Background: an optimization exercise with open tools, aiming at small area, a short achievable clock period and few clock cycles per item. Do not read the settings as production practice.
Where RTL was checked, it was by simulation tests only, not by an equivalence proof against the original.
Power is estimated from default activity; no workload was simulated.

Design float_add_module, start of the top module:
module float_add_module
  (
   input         clk,
   input         rstn,
   input  [31:0] a,
   input  [31:0] b,
   output [31:0] result,
   input         start_sig,
   output [3:0]  done_sig
   );
   wire        sa = a[31];
   wire        sb = b[31];
   wire [7:0]  ea = a[30:23];
   wire [7:0]  eb = b[30:23];
   wire [22:0] fa = a[22:0];
   wire [22:0] fb = b[22:0];
   wire [7:0]  dab, dba;
   wire        cab, cba;
   fa_padd #(8) u_dab (.x(ea), .y(~eb), .ci(1'b1), .s(dab), .co(cab));
   fa_padd #(8) u_dba (.x(eb), .y(~ea), .ci(1'b1), .s(dba), .co(cba));
   wire        swe  = ~cab;                 
   wire        eeq  = cab & cba;            
   wire [7:0]  d    = swe ? dba : dab;
   wire        swap = swe | (eeq & (fa < fb));
   wire        sx = swap ? sb : sa;
   wire        sy = swap ? sa : sb;
   wire [22:0] fx = swap ? fb : fa;
   wire [22:0] fy = swap ? fa : fb;
   wire [7:0]  ex = swe ? eb : ea;
   wire [23:0] sigy = {1'b1, fy};
   wire        dbig = |d[7:5];
   wire [25:0] s0 = {sigy, 2'b00};
   wire [25:0] s1 = d[0] ? {1'b0,  s0[25:1]}  : s0;
   wire [25:0] s2 = d[1] ? {2'b0,  s1[25:2]}  : s1;
   wire [25:0] s3 = d[2] ? {4'b0,  s2[25:4]}  : s2;
   wire [25:0] s4 = d[3] ? {8'b0,  s3[25:8]}  : s3;
   wire [25:0] s5 = d[4] ? {16'b0, s4[25:16]} : s4;
   wire [25:0] yw = dbig ? 26'd0 : s5;
   wire [4:0]  dm2   = d[4:0] - 5'd2;
   wire [22:0] smask = (d[4:0] < 5'd3) ? 23'd0 : ~(23'h7fffff << dm2);
   wire [22:0] sfy   = fy & smask & {21'h1fffff, ~(d[4:0] == 5'd25), ~(d[4:0] >= 5'd24)};
   wire        dlo   = (d[7:5] == 3'd0) & (d[4:0] <= 5'd25);
   wire        dmid  = ~dlo & (d <= 8'd46);
   wire        sticky = dmid | (dlo & |sfy);
   wire        quirk = sy & (d >= 8'd47);
   wire        op = sx ^ sy;
   wire        opy = op & ~quirk;
   wire [26:0] xw = {2'b01, fx, 2'b00} ^ {27{quirk}};
   wire [26:0] yv = {1'b0, yw} ^ {27{opy}};
   wire [26:0] m;
   wire        mco;
   fa_padd #(27) u_add (.x(xw), .y(yv), .ci((opy & ~sticky) | quirk), .s(m), .co(mco));
   reg  [26:0] rm;
   reg  [7:0]  rex;
   reg         rs;
   reg         busy;
   always @(posedge clk) begin
      rm  <= m;
      rex <= ex;
      rs  <= sx ^ quirk;
   end
   always @(posedge clk)
     if (!rstn)
       busy <= 1'b0;
     else
       busy <= start_sig & ~busy;
  ...
Size in the first run: roughly 1700 cells after synthesis, roughly 37 flip-flops, ~100 I/O pins, ~0.0088 mm² of cells after synthesis.
clock: 10.0 ns
lec_check: 0
abc_area: 1
cap_margin: 0
core_margin: 2
core_utilization: 40
setup_slack_margin: 3.5
slew_margin: 0
standard.sh (not shown) runs the stock make flow with config.mk's settings and CLKGATE_MAP_FILE= SYNTH_SCRIPT=/design/flow/synth_recipe.tcl, a recipe that flattens the netlist after the stock synthesis.
==> flow/flow/run.sh <==
#!/bin/bash
# The standard layout (the standard.sh), with two changes:
#  * ADDER_MAP_FILE is empty, so synthesis does not extract full and half
#    adder cells; ABC maps the adders' prefix networks as ordinary logic
#  * the port buffers are plain buffers (sky130_fd_sc_hd__buf_2) instead of
#    the delay cells buffer_ports picks by default
# All of make's output goes to flow_make.log here; ORFS keeps its own
# per-step logs under orfs/logs.
set -euo pipefail
cd "$(dirname "$0")/.."
bash standard.sh "ADDER_MAP_FILE=" \
  "BUFFER_PORTS_ARGS=-buffer_cell sky130_fd_sc_hd__buf_2" finish > flow_make.log 2>&1
The starting point passed the timing, DRC and antenna checks.
Testbench counts at the start, summed over its fixed seeds: cycles 4,096, items 2,048.
Next try:
--- a/flow/flow/run.sh
+++ b/flow/flow/run.sh
@@ -2 +2,4 @@
-# The standard layout (the standard.sh), with two changes:
+# The standard layout (the standard.sh), with three changes:
+#  * synthesis runs flow/synth_abc.tcl: the standard flow's own synthesis script, except
+#    that ABC maps with flow/abc.script (delay-targeted mapping with area
+#    recovery) instead of ORFS's abc_area.script
@@ -10,0 +14,3 @@
+W=$(pwd)
+export MY_ABC_SCRIPT="$W/flow/abc.script"
+export FLOW_SYNTH_TCL="$W/synth_recipe.tcl"
@@ -12 +18,2 @@
-  "BUFFER_PORTS_ARGS=-buffer_cell sky130_fd_sc_hd__buf_2" finish > flow_make.log 2>&1
+  "BUFFER_PORTS_ARGS=-buffer_cell sky130_fd_sc_hd__buf_2" \
+  "SYNTH_SCRIPT=$W/flow/synth_abc.tcl" finish > flow_make.log 2>&1
==> flow/flow/abc.script (new file) <==
strash
dch
map -D 3500
topo
stime -c
buffer -c
upsize -c
dnsize -c
==> flow/flow/synth_abc.tcl (new file) <==
# The standard flow's synthesis script (synth_recipe.tcl, which runs ORFS's synth.tcl) with
# one change: ABC maps the logic with flow/abc.script, a delay-targeted
# mapping with area recovery, instead of ORFS's own abc_area.script.
# Registers are not touched by ABC (no -dff), so they keep their names.
proc abc {args} {
  set i [lsearch -exact $args -script]
  if {$i >= 0} { lset args [expr {$i + 1}] $::env(MY_ABC_SCRIPT) }
  yosys abc {*}$args
}
source $::env(FLOW_SYNTH_TCL)
- CAP_MARGIN: 0 -> 20
- SLEW_MARGIN: 0 -> 20
Outcome:
- The changed run finished clean
- cell area climbs by about a fifth
- count of clock-buffer cells in the layout is unchanged
- worst setup slack gets worse by 0.99 ns
- non-clock buffer count climbs by 179
- register-to-register slack barely changes
Next try:
==> flow/flow/run.sh (replaced) <==
#!/bin/bash
# The standard layout (the standard.sh), with two changes:
#  * ADDER_MAP_FILE is empty, so synthesis does not extract full and half
#    adder cells; ABC maps the adders' prefix networks as ordinary logic
#  * the port buffers are plain buffers (sky130_fd_sc_hd__buf_2) instead of
#    the delay cells buffer_ports picks by default
# All of make's output goes to flow_make.log here; ORFS keeps its own
# per-step logs under orfs/logs.
set -euo pipefail
cd "$(dirname "$0")/.."
bash standard.sh "ADDER_MAP_FILE=" \
  "BUFFER_PORTS_ARGS=-buffer_cell sky130_fd_sc_hd__buf_2" finish > flow_make.log 2>&1
- GPL_ROUTABILITY_DRIVEN: not set -> 0
- GPL_TIMING_DRIVEN: not set -> 1
removed: flow/flow/abc.script
removed: flow/flow/synth_abc.tcl
Worst setup slack gains 0.88 ns.
Clock-buffer cell count does not change.
Global-route usage falls by 4.9 points.
Via count rises by 3.8%.
Cell area shrinks by about 14%.
Next try:
- GPL_ROUTABILITY_DRIVEN: 0 -> not set
- GPL_TIMING_DRIVEN: 1 -> not set
- SETUP_SLACK_MARGIN: 3.5 -> not set
Result: The changed run produced a clean layout; final area goes down by 8.1%; first-iteration DRC count came out lower by 14%; critical path depth fell by 3; die area does not change; utilization drops by 3.8 points; count of clock-buffer cells in the layout stays the same; maximum frequency goes down by 12%; global-route usage increases by 0.25 points; power shrinks by 11%; cell count drops by 2.7%.

== JK ==
The RTL this note starts from:
==> flow/design.v <==
module fa_padd #(parameter W = 8)
  (input [W-1:0] x, input [W-1:0] y, input ci, output [W-1:0] s, output co);
   localparam L = $clog2(W);
   wire [W-1:0] p0 = x ^ y;
   reg  [W-1:0] g, p;
   integer      l, i;
   always @* begin
      g = x & y;
      p = p0;
      g[0] = g[0] | (p[0] & ci);
      for (l = 0; l < L; l = l + 1)
        for (i = 0; i < W; i = i + 1)
          if (i[l]) begin
             g[i] = g[i] | (p[i] & g[((i >> l) << l) - 1]);
             p[i] = p[i] & p[((i >> l) << l) - 1];
          end
   end
   assign s  = p0 ^ {g[W-2:0], ci};
   assign co = g[W-1];
endmodule
module float_add_module
  (
   input         clk,
   input         rstn,
   input  [31:0] a,
   input  [31:0] b,
   output [31:0] result,
   input         start_sig,
   output [3:0]  done_sig
   );
   wire        sa = a[31];
   wire        sb = b[31];
   wire [7:0]  ea = a[30:23];
   wire [7:0]  eb = b[30:23];
   wire [22:0] fa = a[22:0];
   wire [22:0] fb = b[22:0];
   wire [7:0]  dab, dba;
   wire        cab, cba;
   fa_padd #(8) u_dab (.x(ea), .y(~eb), .ci(1'b1), .s(dab), .co(cab));
   fa_padd #(8) u_dba (.x(eb), .y(~ea), .ci(1'b1), .s(dba), .co(cba));
   wire        swe  = ~cab;                 
   wire        eeq  = cab & cba;            
   wire [7:0]  d    = swe ? dba : dab;
   wire [22:0] fdum;
   wire        cf;
   fa_padd #(23) u_fc (.x(fa), .y(~fb), .ci(1'b1), .s(fdum), .co(cf));
   wire        swap = swe | (eeq & ~cf);
   wire        sx = swap ? sb : sa;
   wire        sy = swap ? sa : sb;
   wire [22:0] fx = swap ? fb : fa;
   wire [22:0] fy = swap ? fa : fb;
   wire [7:0]  ex = swe ? eb : ea;
   wire [23:0] sigy = {1'b1, fy};
   wire        dbig = |d[7:5];
   wire [25:0] s0 = {sigy, 2'b00};
   wire [25:0] s1 = d[0] ? {1'b0,  s0[25:1]}  : s0;
   wire [25:0] s2 = d[1] ? {2'b0,  s1[25:2]}  : s1;
   wire [25:0] s3 = d[2] ? {4'b0,  s2[25:4]}  : s2;
   wire [25:0] s4 = d[3] ? {8'b0,  s3[25:8]}  : s3;
   wire [25:0] s5 = d[4] ? {16'b0, s4[25:16]} : s4;
   wire [25:0] yw = dbig ? 26'd0 : s5;
   reg         sticky;
   integer     j;
   always @* begin
      sticky = 1'b0;
      for (j = 0; j < 24; j = j + 1)
        if (sigy[j] && ({1'b0, d} >= j + 3) && ({1'b0, d} <= j + 23))
          sticky = 1'b1;
   end
   wire        quirk = sy & (d >= 8'd47);
   wire        op = sx ^ sy;
   wire [26:0] xw = {2'b01, fx, 2'b00};
   wire [26:0] xa = quirk ? 27'd0 : xw;
   wire [26:0] yv = ({1'b0, yw} ^ {27{op & ~quirk}}) | ({27{quirk}} & ~xw);
   wire [26:0] m;
   wire        mco;
   fa_padd #(27) u_add (.x(xa), .y(yv), .ci((op & ~sticky) | quirk), .s(m), .co(mco));
   reg  [26:0] rm;
   reg  [7:0]  rex;
   reg         rs;
   reg         busy;
   always @(posedge clk) begin
      rm  <= m;
      rex <= ex;
      rs  <= sx ^ quirk;
   end
   always @(posedge clk)
     if (!rstn)
       busy <= 1'b0;
     else
       busy <= start_sig & ~busy;
   wire [31:0] mz  = {rm, 5'b11111};
   wire        z16 = ~|mz[31:16];
   wire [15:0] q16 = z16 ? mz[15:0] : mz[31:16];
   wire        z8  = ~|q16[15:8];
   wire [7:0]  q8  = z8 ? q16[7:0] : q16[15:8];
   wire        z4  = ~|q8[7:4];
   wire [3:0]  q4  = z4 ? q8[3:0] : q8[7:4];
   wire        z2  = ~|q4[3:2];
   wire [1:0]  q2  = z2 ? q4[1:0] : q4[3:2];
   wire        z1  = ~q2[1];
   wire [4:0]  lz  = {z16, z8, z4, z2, z1};
   wire [26:0] n4 = z16 ? {rm[10:0], 16'd0} : rm;
   wire [26:0] n3 = z8  ? {n4[18:0], 8'd0} : n4;
   wire [26:0] n2 = z4  ? {n3[22:0], 4'd0} : n3;
   wire [26:0] n1 = z2  ? {n2[24:0], 2'd0} : n2;
   wire [26:0] n0 = z1  ? {n1[25:0], 1'b0} : n1;
   wire [8:0]  eq1   = {1'b0, rex} + 9'd1;
   wire        mzero = ~|rm[26:2];          
   wire [9:0]  en;
   wire        enc;
   fa_padd #(10) u_en (.x({1'b0, eq1}), .y(~{5'd0, lz}), .ci(1'b1), .s(en), .co(enc));  
   wire [22:0] frac;
   wire        fco;
   fa_padd #(23) u_rnd (.x(n0[25:3]), .y(23'd0), .ci(n0[2]), .s(frac), .co(fco));
   wire over  = ~mzero & (en[9:8] == 2'b01);
   wire under = ~mzero & (en[9:8] == 2'b11);
   wire zero  = mzero;
   assign result   = (over | under | zero) ? 32'h3F800000 : {rs, en[7:0], frac};
   assign done_sig = {over, under, zero, busy};
endmodule
make LEC_CHECK=0 ABC_AREA=1 CAP_MARGIN=20 CORE_MARGIN=2 CORE_UTILIZATION=40 SLEW_MARGIN=20 finish   # period 10.0 ns
run.sh (not shown) runs the stock make flow with config.mk's settings and CLKGATE_MAP_FILE= SYNTH_SCRIPT=/design/flow/synth_recipe.tcl, a recipe that flattens the netlist after the stock synthesis.
Stock flow here: none of the scripts above is used.
#### Input delta (MS over JK)
Settings: CORE_UTILIZATION changed from 40 to 65.
[summary]
- In MS the cell count along the critical path turned out 10 higher than in JK.
- Max maximum clock frequency across JK and MS: JK
- Side by side, setup slack turned out lower in MS than in JK.
- Total power, JK and MS: higher on JK
- Delta (MS minus JK): wire length after detailed routing shows a reduction of 8.6%, share of the core filled with cells in the final layout up 28 points, post-route setup TNS did not really move.
No functional check of the RTL was part of any run of this note.

// float_add_module: RTL as listed in full above, without the edits since
Settings: LEC_CHECK=0, ABC_AREA=1, CAP_MARGIN=20, CORE_MARGIN=2, CORE_UTILIZATION=40, SLEW_MARGIN=20; clock period 10.0 ns.
standard.sh (not shown) runs the stock make flow with config.mk's settings and CLKGATE_MAP_FILE= SYNTH_SCRIPT=/design/flow/synth_recipe.tcl, a recipe that flattens the netlist after the stock synthesis.
==> flow/flow/run.sh <==
#!/bin/bash
# The standard layout, except that the port buffers are plain buffers
# (sky130_fd_sc_hd__buf_2) instead of the delay cells buffer_ports picks by
# default; the sizing steps of the flow then resize them as usual.
set -euo pipefail
cd "$(dirname "$0")/.."
bash standard.sh "BUFFER_PORTS_ARGS=-buffer_cell sky130_fd_sc_hd__buf_2" finish > flow_make.log 2>&1
==> next run, changes <==
==> flow/run.sh (new file) <==
#!/bin/bash
# synth_recipe.tcl (not shown) runs the flow's synth.tcl, then flattens the netlist and writes it again
# the make line also repeats each setting of config.mk as NAME=value (left out here)
make -C /OpenROAD-flow-scripts/flow DESIGN_CONFIG=/design/flow/config.mk WORK_HOME=/design/flow/orfs CLKGATE_MAP_FILE= SYNTH_SCRIPT=/design/flow/synth_recipe.tcl finish
- SETUP_SLACK_MARGIN: default -> 2
removed: flow/flow/run.sh
removed: flow/standard.sh
Global-route usage rose by 0.90 points.
Maximum frequency rose by roughly a tenth.
Design area rose by about a fifth.
Die area does not change.
Worst setup slack improved by 0.93 ns.
Total power rose by roughly a tenth.
Non-clock buffer count rose by 35.
Final cell count rose by a few percent.
Function was not checked in any run of this note: the RTL went through the layout flow alone.

Setup of 07-07:
Another version of the RTL of float_add_module (not shown whole).
For scale: about 1600 cells after synthesis, roughly 37 flip-flops, ~100 I/O pins, ~8400 µm² of cells after synthesis.
==> flow/config.mk <==
export PLATFORM = sky130hd
export DESIGN_NAME = float_add_module
export DESIGN_NICKNAME = float_add_module
export VERILOG_FILES = /design/flow/design.v
export SDC_FILE = /design/flow/constraint.sdc
export NUM_CORES = 4
export LEC_CHECK = 0
export ABC_AREA = 1
export CAP_MARGIN = 20
export CORE_MARGIN = 2
export CORE_UTILIZATION = 40
export SETUP_SLACK_MARGIN = 3.25
export SLEW_MARGIN = 20
==> flow/constraint.sdc <==
create_clock -name core_clock -period 10.0 [get_ports {clk}]
set_input_delay 2.0000 -clock core_clock [delete_from_list [all_inputs] [get_ports {clk}]]
set_output_delay 2.0000 -clock core_clock [all_outputs]
set_load 0.01 [all_outputs]
==> flow/flow/run.sh <==
#!/bin/bash
# The standard layout (the standard.sh), with two changes:
#  * ADDER_MAP_FILE is empty, so synthesis does not extract full and half
#    adder cells; ABC maps the adders' prefix networks as ordinary logic
#  * the port buffers are plain buffers (sky130_fd_sc_hd__buf_2) instead of
#    the delay cells buffer_ports picks by default
# All of make's output goes to flow_make.log here; ORFS keeps its own
# per-step logs under orfs/logs.
set -euo pipefail
cd "$(dirname "$0")/.."
bash standard.sh "ADDER_MAP_FILE=" \
  "BUFFER_PORTS_ARGS=-buffer_cell sky130_fd_sc_hd__buf_2" finish > flow_make.log 2>&1
For 03-04, these inputs were changed with respect to 07-07:
Settings: a change of SETUP_SLACK_MARGIN from 3.25 to 3.5.
Findings:
Comparing global-route wire length before repair for 07-07 and 03-04, the smaller number came from 07-07.
On final-layout non-clock buffer area share: 03-04 sits above 07-07.
Sort 07-07 and 03-04 by count of cells resized by post-cts repair, ascending, and 07-07 comes first.
Taking 07-07 as the reference, in 03-04 final cell area excluding filler cells went up about 3%, wire length on met3 went down.
Comparing switching fraction of total power for 07-07 and 03-04, the bigger number came from 07-07.
No run of this note included a check of the RTL's function; only the layout flow was run.

re-timing with driven ports:
No port has a modelled driver above. Below, the same layouts with a new extraction and two added sets of constraints.
Step 1 (the two cells are an assumption about what drives the block):
set clk [get_ports {clk}]
set_driving_cell -lib_cell sky130_fd_sc_hd__clkbuf_16 $clk
set_driving_cell -lib_cell sky130_fd_sc_hd__buf_2 [delete_from_list [all_inputs] $clk]
Step 2 adds t to the input delays and takes it off the output delays; t is the mean of the earliest and latest rising clock arrival at the registers after step 1. Input paths then give back, and output paths get back, about the clock's delay inside the block.
Slacks: ideal / step 1 / step 2; pairs: ideal / step 1.
| run | shift t [ns] | setup WS [ns] | latest minus earliest clock arrival (ns) | worst slew at a driven data input, ns |
|---|---|---|---|---|
| the first run of note 1 | 0.313 | 3.804 / 3.768 / 3.586 | 0.003 / 0.004 | 0.04 |
| the second run of note 1 | 0.314 | 2.816 / 2.779 / 3.092 | 0.007 / 0.007 | 0.06 |
| the third run of note 1 | 0.310 | 3.693 / 3.657 / 3.705 | 0.004 / 0.003 | 0.04 |
| the fourth run of note 1 | 0.314 | 2.835 / 2.798 / 3.112 | 0.004 / 0.003 | 0.03 |
| JK | 0.325 | 1.404 / 1.364 / 1.152 | 0.002 / 0.002 | 0.07 |
| MS | 0.326 | 0.852 / 0.872 / 0.547 | 0.009 / 0.009 | 0.10 |
| the first run of note 3 | 0.324 | 1.422 / 1.443 / 1.119 | 0.007 / 0.007 | 0.07 |
| the second run of note 3 | 0.326 | 2.353 / 2.334 / 2.042 | 0.004 / 0.003 | 0.07 |
| 07-07 | 0.311 | 3.496 / 3.457 / 3.418 | 0.007 / 0.007 | 0.04 |
| 03-04 | 0.312 | 3.528 / 3.489 / 3.615 | 0.007 / 0.007 | 0.05 |
After both steps every run listed still meets setup and hold. The setup slack of the second run of note 3, which loses most, moves by -0.019 ns with the drivers and by -0.311 ns with both steps.
